Background: an optimization exercise with open tools, aiming at small area. Do not read the settings as production practice. Function was checked by simulation only, so behaviour that the tests miss may differ from the original. No activity file was given, so power comes from the tool's default toggle rates.

== build 16 ==
==> flow/design.v <==
`timescale 1ns / 1ps
module debouncer(input logic clk, input logic rst, input logic btn, output logic pulse);
    logic b;
    logic [7:0] t;
    logic last;
    assign last = (t & 8'hf5) == 8'h00;
    assign pulse = b & ((t & 8'h7b) == 8'h00);
    always_ff @(posedge clk)
        b <= ~rst & (b ? ~last : btn);
    always_ff @(posedge clk)
        t <= b ? {t[6:0], t[7] ^ t[2]} : 8'h04;
endmodule
module Simple_Processor(input logic clk, reset, leftBtn, rightBtn, switchEn, input logic [11:0] switch, output logic [6:0] seg, output logic dp, output logic [3:0] an);
    logic pL, pR, pW;
    logic [2:0] PC;
    logic [11:0] IR, rom;
    logic w;
    logic [1:0] e;
    logic lc;
    logic [3:0] D_addr;
    logic [2:0] a1, a2, wa;
    logic [3:0] dm [15:0];
    logic [3:0] R_data;
    logic [3:0] rf [7:0];
    logic [3:0] rdd1, rdd2, Res, wd;
    logic [5:0] count;
    logic ld, st, exec;
    debouncer dbL(clk, reset, leftBtn, pL);
    debouncer dbR(clk, reset, rightBtn, pR);
    debouncer dbW(clk, reset, w, pW);
    localparam logic [95:0] ROMV = {12'hBCE, 12'h065, 12'h215, 12'hD03,
                                    12'hACA, 12'hA81, 12'h006, 12'h012};
    assign rom = ROMV[PC*12 +: 12];
    always_ff @(posedge clk)
        if (reset) PC <= 3'd0;
        else if (pL) PC <= PC + 3'd1;
    always_ff @(posedge clk)
        IR <= switchEn ? switch : rom;
    assign exec = switchEn ? pR : pL;
    assign ld = w & (e == 2'b00);
    assign st = (e == 2'b11);
    always_ff @(posedge clk)
        if (reset) begin
            w <= 1'b0; e <= 2'b00; lc <= 1'b0; a1 <= 3'd0; a2 <= 3'd0;
        end else if (exec)
            case (IR[11:9])
                3'b000: begin
                    w <= 1'b1; e <= 2'b00; lc <= ~lc;
                    if (lc) a2 <= IR[6:4]; else a1 <= IR[6:4];
                end
                3'b001: begin
                    w <= 1'b0; e <= 2'b11; lc <= 1'b1; a1 <= IR[6:4];
                end
                3'b101: begin
                    w <= 1'b1; e <= 2'b01; a1 <= IR[2:0]; a2 <= IR[5:3];
                end
                3'b110: begin
                    w <= 1'b1; e <= 2'b10; a1 <= IR[2:0]; a2 <= IR[5:3];
                end
                default: ;
            endcase
    always_ff @(posedge clk)
        if (exec && IR[11:10] == 2'b00) D_addr <= IR[3:0];
    always_ff @(posedge clk)
        if (exec)
            case (IR[11:9])
                3'b000: wa <= IR[6:4];
                3'b101, 3'b110: wa <= IR[8:6];
                default: ;
            endcase
    logic [3:0] rwd;
    assign wd = ld ? R_data : Res;
    assign rwd = wd & {4{~reset}};
    always_ff @(posedge clk)
        for (int i = 0; i < 16; i++)
            if (reset | (st & (D_addr == i)))
                dm[i] <= (rdd1 & {4{~reset}}) | (4'(i) & {4{reset}});
    always_ff @(posedge clk)
        for (int i = 0; i < 8; i++)
            if (reset | (pW & (wa == i)))
                rf[i] <= rwd;
    always_ff @(posedge clk)
        if (reset | ld) R_data <= dm[D_addr] & {4{~reset}};
    always_ff @(posedge clk) begin
        rdd1 <= rf[a1];
        rdd2 <= rf[a2];
    end
    always_comb
        case (e)
            2'b01: Res = rdd1 + rdd2;
            2'b10: Res = rdd1 - rdd2;
            default: Res = 4'd0;
        endcase
    always_ff @(posedge clk)
        if (reset) count <= 6'd0;
        else count <= count + 6'd1;
    logic [3:0] dv;
    always_comb
        case (count[5:4])
            2'b00: begin dv = Res;  an = 4'b1110; end
            2'b01: begin dv = 4'd0; an = 4'b1101; end
            2'b10: begin dv = rdd2; an = 4'b1011; end
            default: begin dv = rdd1; an = 4'b0111; end
        endcase
    always_comb
        case (dv)
            4'd0 : seg = 7'b1000000;
            4'd1 : seg = 7'b1111001;
            4'd2 : seg = 7'b0100100;
            4'd3 : seg = 7'b0110000;
            4'd4 : seg = 7'b0011001;
            4'd5 : seg = 7'b0010010;
            4'd6 : seg = 7'b0000010;
            4'd7 : seg = 7'b1111000;
            4'd8 : seg = 7'b0000000;
            4'd9 : seg = 7'b0010000;
            4'd10: seg = 7'b0001000;
            4'd11: seg = 7'b0000011;
            4'd12: seg = 7'b1000110;
            4'd13: seg = 7'b0100001;
            4'd14: seg = 7'b0000110;
            default: seg = 7'b0001110;
        endcase
    assign dp = 1'b1;
endmodule
make LEC_CHECK=0 ABC_AREA=1 CAP_MARGIN=20 CORE_MARGIN=2 CORE_UTILIZATION=40 SLEW_MARGIN=20 finish   # period 10.0 ns
run.sh (not shown) runs the stock make flow with config.mk's settings and CLKGATE_MAP_FILE= SYNTH_SCRIPT=/design/flow/synth_recipe.tcl, a recipe that flattens the netlist after the stock synthesis.
Build 16 finished every step from synthesis to the final layout, and the layout passed the timing, design-rule and antenna checks.
[inputs] build 95 vs build 16
Settings: swapping 40 for 60 in CORE_UTILIZATION; putting CTS_BUF_LIST at sky130_fd_sc_hd__clkbuf_8 where nothing was set.
==> flow/flow/run.sh (new file) <==
#!/bin/bash
# Own layout flow: the standard synthesis, then the combinational logic
# (not the registers, which keep their cells and names) is mapped again with
# an area-oriented ABC script, then the standard layout steps run on that
# netlist, with the smallest buffer on the ports. Each tool's output is kept
# in a log file of its own in the work folder.
set -euo pipefail
W=$PWD
F=$W/flow
R=$W/orfs/results/${FLOW_PLATFORM:-sky130hd}/Simple_Processor/base
LIB=$FLOW_HOME/platforms/sky130hd/lib/sky130_fd_sc_hd__tt_025C_1v80.lib
YOSYS=${YOSYS_EXE:-$(command -v yosys || echo /OpenROAD-flow-scripts/tools/install/yosys/bin/yosys)}

bash standard.sh synth > $W/flow_synth.log 2>&1

# cells the platform does not allow
DU=""
for c in $(sed -n '/DONT_USE_CELLS += /,/^$/p' $FLOW_HOME/platforms/sky130hd/config.mk | tr -d '\\' | grep -o 'sky130[a-z0-9_]*'); do
  DU="$DU -dont_use $c"
done

cp $R/1_2_yosys.v $W/standard_1_2_yosys.v
cat > $W/remap.ys <<Y
read_liberty -ignore_miss_func $LIB
delete sky130_fd_sc_hd__df* sky130_fd_sc_hd__edf* sky130_fd_sc_hd__sdf* sky130_fd_sc_hd__sedf* sky130_fd_sc_hd__dlx* sky130_fd_sc_hd__dlr* sky130_fd_sc_hd__lpflow_inputisolatch_1
read_liberty -lib -ignore_redef $LIB
read_verilog $W/standard_1_2_yosys.v
hierarchy -top $FLOW_TOP
flatten
opt -purge
read_liberty -lib -ignore_redef $LIB
abc -script $F/remap.abc -liberty $LIB $DU
opt_clean -purge
setundef -zero
splitnets
opt_clean -purge
hilomap -singleton -hicell sky130_fd_sc_hd__conb_1 HI -locell sky130_fd_sc_hd__conb_1 LO
insbuf -buf sky130_fd_sc_hd__buf_4 A X
check -assert -mapped
stat -liberty $LIB
write_verilog -noattr -nohex -nodec $W/remapped.v
Y
$YOSYS -s $W/remap.ys > $W/flow_remap.log 2>&1
cp $W/remapped.v $R/1_2_yosys.v
touch $R/1_2_yosys.v

bash standard.sh finish "BUFFER_PORTS_ARGS=-buffer_cell sky130_fd_sc_hd__buf_1" > $W/flow_finish.log 2>&1
==> flow/flow/remap.abc (new file) <==
strash; &get -n; &dch; &nf -R 1000 -p; &put; strash; &get -n; &dch; &nf -R 1000 -p; &put; strash; &get -n; &dch; &nf -R 1000 -p; &put
==> flow/standard.sh (new file) <==
#!/bin/bash
# synth_recipe.tcl (not shown) runs the flow's synth.tcl, then flattens the netlist and writes it again
# the make line also repeats each setting of config.mk as NAME=value (left out here)
make -C /OpenROAD-flow-scripts/flow DESIGN_CONFIG=/design/flow/config.mk WORK_HOME=/design/flow/orfs CLKGATE_MAP_FILE= SYNTH_SCRIPT=/design/flow/synth_recipe.tcl "${@:-finish}"
removed: flow/run.sh
## What came out
- In the metrics for build 16 and build 95, the one carrying the higher global-route track usage on met1 is build 95.
- Run comparison: build 16 timing startpoint of the critical path rdd2[0]; build 95 timing startpoint of the critical path e[0]
- Summary of build 95 over build 16: slew at the pin with the worst max-slew slack lost 16 ps; sequential portion of the cell area +8.2 points.
Changes in build 53 relative to build 95:
==> flow/run.sh (new file) <==
#!/bin/bash
# synth_recipe.tcl (not shown) runs the flow's synth.tcl, then flattens the netlist and writes it again
# the make line also repeats each setting of config.mk as NAME=value (left out here)
make -C /OpenROAD-flow-scripts/flow DESIGN_CONFIG=/design/flow/config.mk WORK_HOME=/design/flow/orfs CLKGATE_MAP_FILE= SYNTH_SCRIPT=/design/flow/synth_recipe.tcl finish
removed: flow/flow/run.sh
removed: flow/flow/remap.abc
removed: flow/standard.sh
- Diff build 95 -> build 53 | synthesized area | increase of 10%
- Depth of the worst hold-timing path (higher): build 53
- Between build 95 and build 53, first-pass GRT wire length is higher for build 53, build 95 comes in under that.
- Measured against build 95, the aggregate routed wire length of build 53 comes out at 1.08 times the reference value.
- Sort build 95 and build 53 by final clock period utilization by the worst path desc -> top: build 53
- Power density over the cells (build 53 vs. build 95) decreases by more than 10%
- Build 53 — area growth from synthesis to final layout 2.3 points higher, build 95 as reference
Relative to build 53, the following input files were edited for build 84:
==> flow/flow/run.sh (new file) <==
#!/bin/bash
# Own layout flow: the standard synthesis, then the combinational logic
# (not the registers, which keep their cells and names) is mapped again with
# an area-oriented ABC script, then the standard layout steps run on that
# netlist, with the smallest buffer on the ports. Each tool's output is kept
# in a log file of its own in the work folder.
set -euo pipefail
W=$PWD
F=$W/flow
R=$W/orfs/results/${FLOW_PLATFORM:-sky130hd}/Simple_Processor/base
LIB=$FLOW_HOME/platforms/sky130hd/lib/sky130_fd_sc_hd__tt_025C_1v80.lib
YOSYS=${YOSYS_EXE:-$(command -v yosys || echo /OpenROAD-flow-scripts/tools/install/yosys/bin/yosys)}

bash standard.sh synth > $W/flow_synth.log 2>&1

# cells the platform does not allow
DU=""
for c in $(sed -n '/DONT_USE_CELLS += /,/^$/p' $FLOW_HOME/platforms/sky130hd/config.mk | tr -d '\\' | grep -o 'sky130[a-z0-9_]*'); do
  DU="$DU -dont_use $c"
done

cp $R/1_2_yosys.v $W/standard_1_2_yosys.v
cat > $W/remap.ys <<Y
read_liberty -ignore_miss_func $LIB
delete sky130_fd_sc_hd__df* sky130_fd_sc_hd__edf* sky130_fd_sc_hd__sdf* sky130_fd_sc_hd__sedf* sky130_fd_sc_hd__dlx* sky130_fd_sc_hd__dlr* sky130_fd_sc_hd__lpflow_inputisolatch_1
read_liberty -lib -ignore_redef $LIB
read_verilog $W/standard_1_2_yosys.v
hierarchy -top $FLOW_TOP
flatten
opt -purge
read_liberty -lib -ignore_redef $LIB
abc -script $F/remap.abc -liberty $LIB $DU
opt_clean -purge
setundef -zero
splitnets
opt_clean -purge
hilomap -singleton -hicell sky130_fd_sc_hd__conb_1 HI -locell sky130_fd_sc_hd__conb_1 LO
insbuf -buf sky130_fd_sc_hd__buf_4 A X
check -assert -mapped
stat -liberty $LIB
write_verilog -noattr -nohex -nodec $W/remapped.v
Y
$YOSYS -s $W/remap.ys > $W/flow_remap.log 2>&1
cp $W/remapped.v $R/1_2_yosys.v
touch $R/1_2_yosys.v

# layout settings for the standard steps (make variables)
source $F/params.sh
bash standard.sh finish "${FINISH_ARGS[@]}" > $W/flow_finish.log 2>&1
==> flow/flow/params.sh (new file) <==
FINISH_ARGS=(
  "BUFFER_PORTS_ARGS=-buffer_cell sky130_fd_sc_hd__buf_1"
  "CTS_ARGS=-sink_clustering_enable -repair_clock_nets -dont_use_dummy_load -buf_list sky130_fd_sc_hd__clkbuf_8"
)
==> flow/flow/remap.abc (new file) <==
strash; &get -n; &dch; &nf -R 1000 -p; &put; strash; &get -n; &dch; &nf -R 1000 -p; &put; strash; &get -n; &dch; &nf -R 1000 -p; &put
==> flow/standard.sh (new file) <==
#!/bin/bash
# synth_recipe.tcl (not shown) runs the flow's synth.tcl, then flattens the netlist and writes it again
# the make line also repeats each setting of config.mk as NAME=value (left out here)
make -C /OpenROAD-flow-scripts/flow DESIGN_CONFIG=/design/flow/config.mk WORK_HOME=/design/flow/orfs CLKGATE_MAP_FILE= SYNTH_SCRIPT=/design/flow/synth_recipe.tcl "${@:-finish}"
removed: flow/run.sh
[summary]
- Most frequent standard cell in the layout excluding fill and tap cells: nand2_1 -> build 53, edfxtp_1 -> build 84
- Against build 53, HPWL after detailed placement in build 84 fell by a little under 10%.
- Compared with build 53, in build 84 arrival time of data at the critical path endpoint decreased by 120 ps relative to the old numbers, final worst setup slack increased by 130 ps relative to the old numbers, cell area decreased by about 13% relative to the old numbers, post-synth design cell area decreased by 9.1% relative to the old numbers, worst voltage drop across the vdd grid increased by 21 uV relative to the old numbers.
Here is what was changed in the inputs of build 72 compared with build 84.
Settings: a change of CTS_BUF_LIST from sky130_fd_sc_hd__clkbuf_8 to sky130_fd_sc_hd__clkbuf_4 sky130_fd_sc_hd__clkbuf_8.
==> flow/run.sh (new file) <==
#!/bin/bash
# synth_recipe.tcl (not shown) runs the flow's synth.tcl, then flattens the netlist and writes it again
# the make line also repeats each setting of config.mk as NAME=value (left out here)
make -C /OpenROAD-flow-scripts/flow DESIGN_CONFIG=/design/flow/config.mk WORK_HOME=/design/flow/orfs CLKGATE_MAP_FILE= SYNTH_SCRIPT=/design/flow/synth_recipe.tcl finish
removed: flow/flow/run.sh
removed: flow/flow/params.sh
removed: flow/flow/remap.abc
removed: flow/standard.sh
[summary]
Build 84 ended with every stage complete and zero timing, DRC or antenna violations. Build 72 did not stop at any stage, and its layout met the timing, design-rule and antenna checks. In the flow results for build 84 and build 72, the number of ordinary inverters in the final layout is smaller on build 84. Compared with build 84, build 72 shows post-route cell area higher by 15%. Build 72 vs. build 84: via count moved up, final weighted congestion in routability-driven placement increased 0.56%, internal power summed over all cells went up by about 8%, critical path arrival +120 ps. In build 72, the global-route usage came out 0.38 points above the value in build 84. In the tables for build 84 and build 72, reg-to-reg setup timing slack reads lower with build 84.

[static timing again, ports no longer ideal]
Ports are ideal in the flow. The routed layouts listed here were re-timed in OpenROAD.
Step 1: set_driving_cell puts a clkbuf_16 on clk and a buf_2 on each other input, an assumption about the parent block.
Step 2 times the ports against the registers' clock, not the clock port: input delays grow and output delays shrink by t, the midpoint of the rising clock arrivals with the driver on.
a / b / c = no drivers / after step 1 / after step 2; a / b = the first two.
| run | shift t [ns] | setup WS [ns] | hold WS [ns] | worst setup path at the end | cell pins on the clock port's net |
|---|---|---|---|---|---|
| build 16 | 0.466 | 4.518 / 4.475 / 4.941 | 0.426 / 0.426 / 0.426 | register to output | 1 |
| build 95 | 0.476 | 4.600 / 4.563 / 5.039 | 0.454 / 0.454 / 0.454 | register to output | 1 |
| build 53 | 0.483 | 4.475 / 4.439 / 4.923 | 0.428 / 0.428 / 0.428 | register to output | 1 |
| build 84 | 0.468 | 4.603 / 4.563 / 5.031 | 0.452 / 0.452 / 0.452 | register to output | 1 |
| build 72 | 0.481 | 4.481 / 4.444 / 4.926 | 0.429 / 0.429 / 0.429 | register to output | 1 |
After both steps every run listed still meets setup and hold.
